This is an optimization exercise on Yosys and OpenROAD, whose aim is small area, not a production implementation.
RTL that was checked went through simulation tests only; none was proved equivalent to the original.
Power and IR drop assume default switching activity.

==> module pixel, before the edit <==
module pixel(
    input clk,
    input reset,
    input up,
    input down,
    input video_on,
    input [9:0] x,
    input [9:0] y,
    output [1:0] col,
    output reg [15:0] score_keep
    );
    function [10:0] add10;
        input [9:0] a;
        input [9:0] b;
        input ci;
        integer i;
        reg c;
        begin
            c = ci;
            for (i = 0; i < 10; i = i + 1) begin
                add10[i] = a[i] ^ b[i] ^ c;
                c = (a[i] & b[i]) | (c & (a[i] ^ b[i]));
            end
            add10[10] = c;
        end
    endfunction
    function [15:0] inc16;
        input [15:0] a;
        input ci;
        integer i;
        reg c;
        begin
            c = ci;
            for (i = 0; i < 16; i = i + 1) begin
                inc16[i] = a[i] ^ c;
                c = a[i] & c;
            end
        end
    endfunction
    reg [9:0] bx;         
    reg [8:0] by;         
    reg       vneg;       
    reg [9:0] vx;         
    reg [7:0] npad;       
    wire [7:0] speed = score_keep[7:0];
    wire frame_refresh = (y == 10'd481) && (x == 10'd0);
    wire vx_neg = vx[9] | (vx[8] & vx[7]);
    wire top_hit = (by[7:0] == 8'd0);
    wire bot_hit = by[7] & by[6] & by[5] & ~by[4] & by[3] & (by[2] | (by[1] & by[0]));
    wire left_hit = (bx <= 10'd84);
    wire right_hit = (bx >= 10'd628) && (bx <= 10'd1012);
    wire [10:0] dpy = add10({1'b0, by}, {2'b11, npad}, 1'b1);
    wire pad_rows = (dpy[9:0] >= 10'h3fb) || (dpy[9:0] <= 10'd48);
    wire pad_x = (bx >= 10'd609) && (bx <= 10'd613);
    wire pad_hit = pad_x && pad_rows && ~vx_neg;
    wire [8:0] ny = ~y[9:1];
    wire pad_up = up & (npad[7:1] != 7'h7f);
    wire pad_down = down & (npad[7] | npad[5] | npad[4] | npad[3] | npad[2] | npad[1]);
    wire [10:0] sx = add10(bx, frame_refresh ? vx : ~x, frame_refresh & vx_neg);
    wire [10:0] sy = add10({1'b0, by}, {1'b0, frame_refresh ? {{8{vneg}}, 1'b1} : ny}, 1'b0);
    wire [10:0] sp = add10({2'b01, npad}, {1'b0, frame_refresh ? {{8{pad_down & ~pad_up}}, pad_up | pad_down} : y[9:1]}, ~frame_refresh);
    wire [10:0] sv = add10(left_hit ? 10'd2 : vx, {2'b00, speed}, 1'b0);
    wire vx_load = ~top_hit & ~bot_hit & (left_hit | pad_hit);
    always @(posedge clk)
        if (reset) begin
            bx <= 10'd0;
            by <= 9'd0;
            vneg <= 1'b0;
            vx <= 10'd2;
            npad <= 8'hff;
            score_keep <= 16'd0;
        end
        else begin
            if (frame_refresh) begin
                bx <= sx[9:0];
                by <= sy[8:0];
                npad <= sp[7:0];
            end
            if (top_hit)
                vneg <= 1'b0;
            else if (bot_hit)
                vneg <= 1'b1;
            if (vx_load)
                vx <= sv[9:0] ^ {10{~left_hit}};
            score_keep <= inc16(score_keep, pad_hit) & {16{~right_hit}};
        end
    wire wall_active = (x >= 10'd77) && (x <= 10'd84);
    wire paddle_active = (x >= 10'd620) && (x <= 10'd624) && sp[9] && (sp[8:0] <= 9'd48);
    wire ball_x = ~sx[10] && (sx[9:0] >= 10'd1012);
    wire ball_y = ~sy[9] && (sy[8:0] >= 9'd506);
    wire [3:0] row = {~sy[2:0], y[0]};
    wire [3:0] column = ~sx[3:0];
    reg [11:0] rom_data;
    always @*
        case (row)
            4'b0000 : rom_data = 12'b000111111000;
            4'b0001 : rom_data = 12'b001111111100;
            4'b0010 : rom_data = 12'b111111111111;
            4'b0011 : rom_data = 12'b111111111111;
            4'b0100 : rom_data = 12'b001111111100;
            4'b0101 : rom_data = 12'b100011110001;
            4'b0110 : rom_data = 12'b110000000011;
            4'b0111 : rom_data = 12'b111111111111;
            4'b1000 : rom_data = 12'b111111111111;
            4'b1001 : rom_data = 12'b001111111100;
            4'b1010 : rom_data = 12'b000111111000;
            default : rom_data = 12'b000000000000;
        endcase
    wire ball_active = ball_x && ball_y && rom_data[column];
    wire dark = wall_active | paddle_active;
    assign col[0] = video_on & (dark | ball_active);
    assign col[1] = video_on & ~dark;
endmodule
Settings: LEC_CHECK=0, CAP_MARGIN=20, CORE_MARGIN=2, CORE_UTILIZATION=40, SLEW_MARGIN=20; clock period 10.0 ns.
standard.sh (not shown) runs the stock make flow with config.mk's settings and CLKGATE_MAP_FILE= SYNTH_SCRIPT=/design/flow/synth_recipe.tcl, a recipe that flattens the netlist after the stock synthesis.
==> flow/flow/run.sh <==
#!/bin/bash
# Standard synthesis unchanged, then the standard ORFS layout with:
#  - port buffers of the smallest buffer cell (buf_1) instead of the default choice
#  - a clock tree built from clkbuf_8 cells, without dummy load cells
set -euo pipefail
bash standard.sh synth > synth.log 2>&1
bash standard.sh \
  BUFFER_PORTS_ARGS="-buffer_cell sky130_fd_sc_hd__buf_1" \
  CTS_ARGS="-sink_clustering_enable -repair_clock_nets -dont_use_dummy_load -buf_list sky130_fd_sc_hd__clkbuf_8" \
  finish > layout.log 2>&1
==> next run, changes <==
--- a/flow/design.v
+++ b/flow/design.v
@@ -107,55 +107,55 @@
     endfunction
     reg [9:0] bx;         
     reg [8:0] by;         
     reg       vneg;       
     reg [9:0] vx;         
-    reg [7:0] npad;       
+    reg [7:0] pad;        
     wire [7:0] speed = score_keep[7:0];
     wire frame_refresh = (y == 10'd481) && (x == 10'd0);
     wire vx_neg = vx[9] | (vx[8] & vx[7]);
     wire top_hit = (by[7:0] == 8'd0);
     wire bot_hit = by[7] & by[6] & by[5] & ~by[4] & by[3] & (by[2] | (by[1] & by[0]));
     wire left_hit = (bx <= 10'd84);
     wire right_hit = (bx >= 10'd628) && (bx <= 10'd1012);
-    wire [10:0] dpy = add10({1'b0, by}, {2'b11, npad}, 1'b1);
+    wire [10:0] dpy = add10({1'b0, by}, ~{2'b00, pad}, 1'b1);
     wire pad_rows = (dpy[9:0] >= 10'h3fb) || (dpy[9:0] <= 10'd48);
     wire pad_x = (bx >= 10'd609) && (bx <= 10'd613);
     wire pad_hit = pad_x && pad_rows && ~vx_neg;
     wire [8:0] ny = ~y[9:1];
-    wire pad_up = up & (npad[7:1] != 7'h7f);
-    wire pad_down = down & (npad[7] | npad[5] | npad[4] | npad[3] | npad[2] | npad[1]);
+    wire pad_up = up & (pad[7:1] != 7'd0);
+    wire pad_down = down & ~(pad[7] & pad[5] & pad[4] & pad[3] & pad[2] & pad[1]);
     wire [10:0] sx = add10(bx, frame_refresh ? vx : ~x, frame_refresh & vx_neg);
     wire [10:0] sy = add10({1'b0, by}, {1'b0, frame_refresh ? {{8{vneg}}, 1'b1} : ny}, 1'b0);
-    wire [10:0] sp = add10({2'b01, npad}, {1'b0, frame_refresh ? {{8{pad_down & ~pad_up}}, pad_up | pad_down} : y[9:1]}, ~frame_refresh);
+    wire [10:0] sp = add10({2'b00, pad}, {1'b0, frame_refresh ? {{8{pad_up}}, pad_up | pad_down} : ny}, 1'b0);
     wire [10:0] sv = add10(left_hit ? 10'd2 : vx, {2'b00, speed}, 1'b0);
     wire vx_load = ~top_hit & ~bot_hit & (left_hit | pad_hit);
     always @(posedge clk)
         if (reset) begin
             bx <= 10'd0;
             by <= 9'd0;
             vneg <= 1'b0;
             vx <= 10'd2;
-            npad <= 8'hff;
+            pad <= 8'd0;
             score_keep <= 16'd0;
         end
         else begin
             if (frame_refresh) begin
                 bx <= sx[9:0];
                 by <= sy[8:0];
-                npad <= sp[7:0];
+                pad <= sp[7:0];
             end
             if (top_hit)
                 vneg <= 1'b0;
             else if (bot_hit)
                 vneg <= 1'b1;
             if (vx_load)
                 vx <= sv[9:0] ^ {10{~left_hit}};
             score_keep <= inc16(score_keep, pad_hit) & {16{~right_hit}};
         end
     wire wall_active = (x >= 10'd77) && (x <= 10'd84);
-    wire paddle_active = (x >= 10'd620) && (x <= 10'd624) && sp[9] && (sp[8:0] <= 9'd48);
+    wire paddle_active = (x >= 10'd620) && (x <= 10'd624) && ~sp[9] && (sp[8:0] >= 9'd463);
     wire ball_x = ~sx[10] && (sx[9:0] >= 10'd1012);
     wire ball_y = ~sy[9] && (sy[8:0] >= 9'd506);
     wire [3:0] row = {~sy[2:0], y[0]};
     wire [3:0] column = ~sx[3:0];
     reg [11:0] rom_data;
Clock power barely changes.
Worst hold slack degrades by 0.0094 ns.
Sequential power went up by 9.8%.
Routed wire length hardly moves.
Critical path depth went up by 2.
Global-route usage went up by 0.32 points.
Clock skew barely changes.
Cell count went down by 0.50%.
The RTL of the first run of this note was laid out without a check of its function.

separate check: timing with driven ports:
The results above use ideal ports. As a check the final layouts listed here were re-extracted and re-timed, cells and wires unchanged. Step 1 (the two cells are an assumption about what drives the block):
set clk [get_ports {clk}]
set_driving_cell -lib_cell sky130_fd_sc_hd__clkbuf_16 $clk
set_driving_cell -lib_cell sky130_fd_sc_hd__buf_2 [delete_from_list [all_inputs] $clk]
Step 2 adds t to the input delays and takes it off the output delays; t is the mean of the earliest and latest rising clock arrival at the registers after step 1. Input paths then give back, and output paths get back, about the clock's delay inside the block. a / b / c = no drivers / after step 1 / after step 2; a / b = the first two.
run | shift t [ns] | slack for setup (ns) | worst setup path after step 2 | latest minus earliest clock arrival (ns)
the first run | 0.397 | 2.729 / 2.729 / 2.729 | register to register | 0.031 / 0.031
the second run | 0.409 | 2.869 / 2.869 / 2.869 | register to register | 0.031 / 0.031
After both steps setup and hold are still met in every run listed.
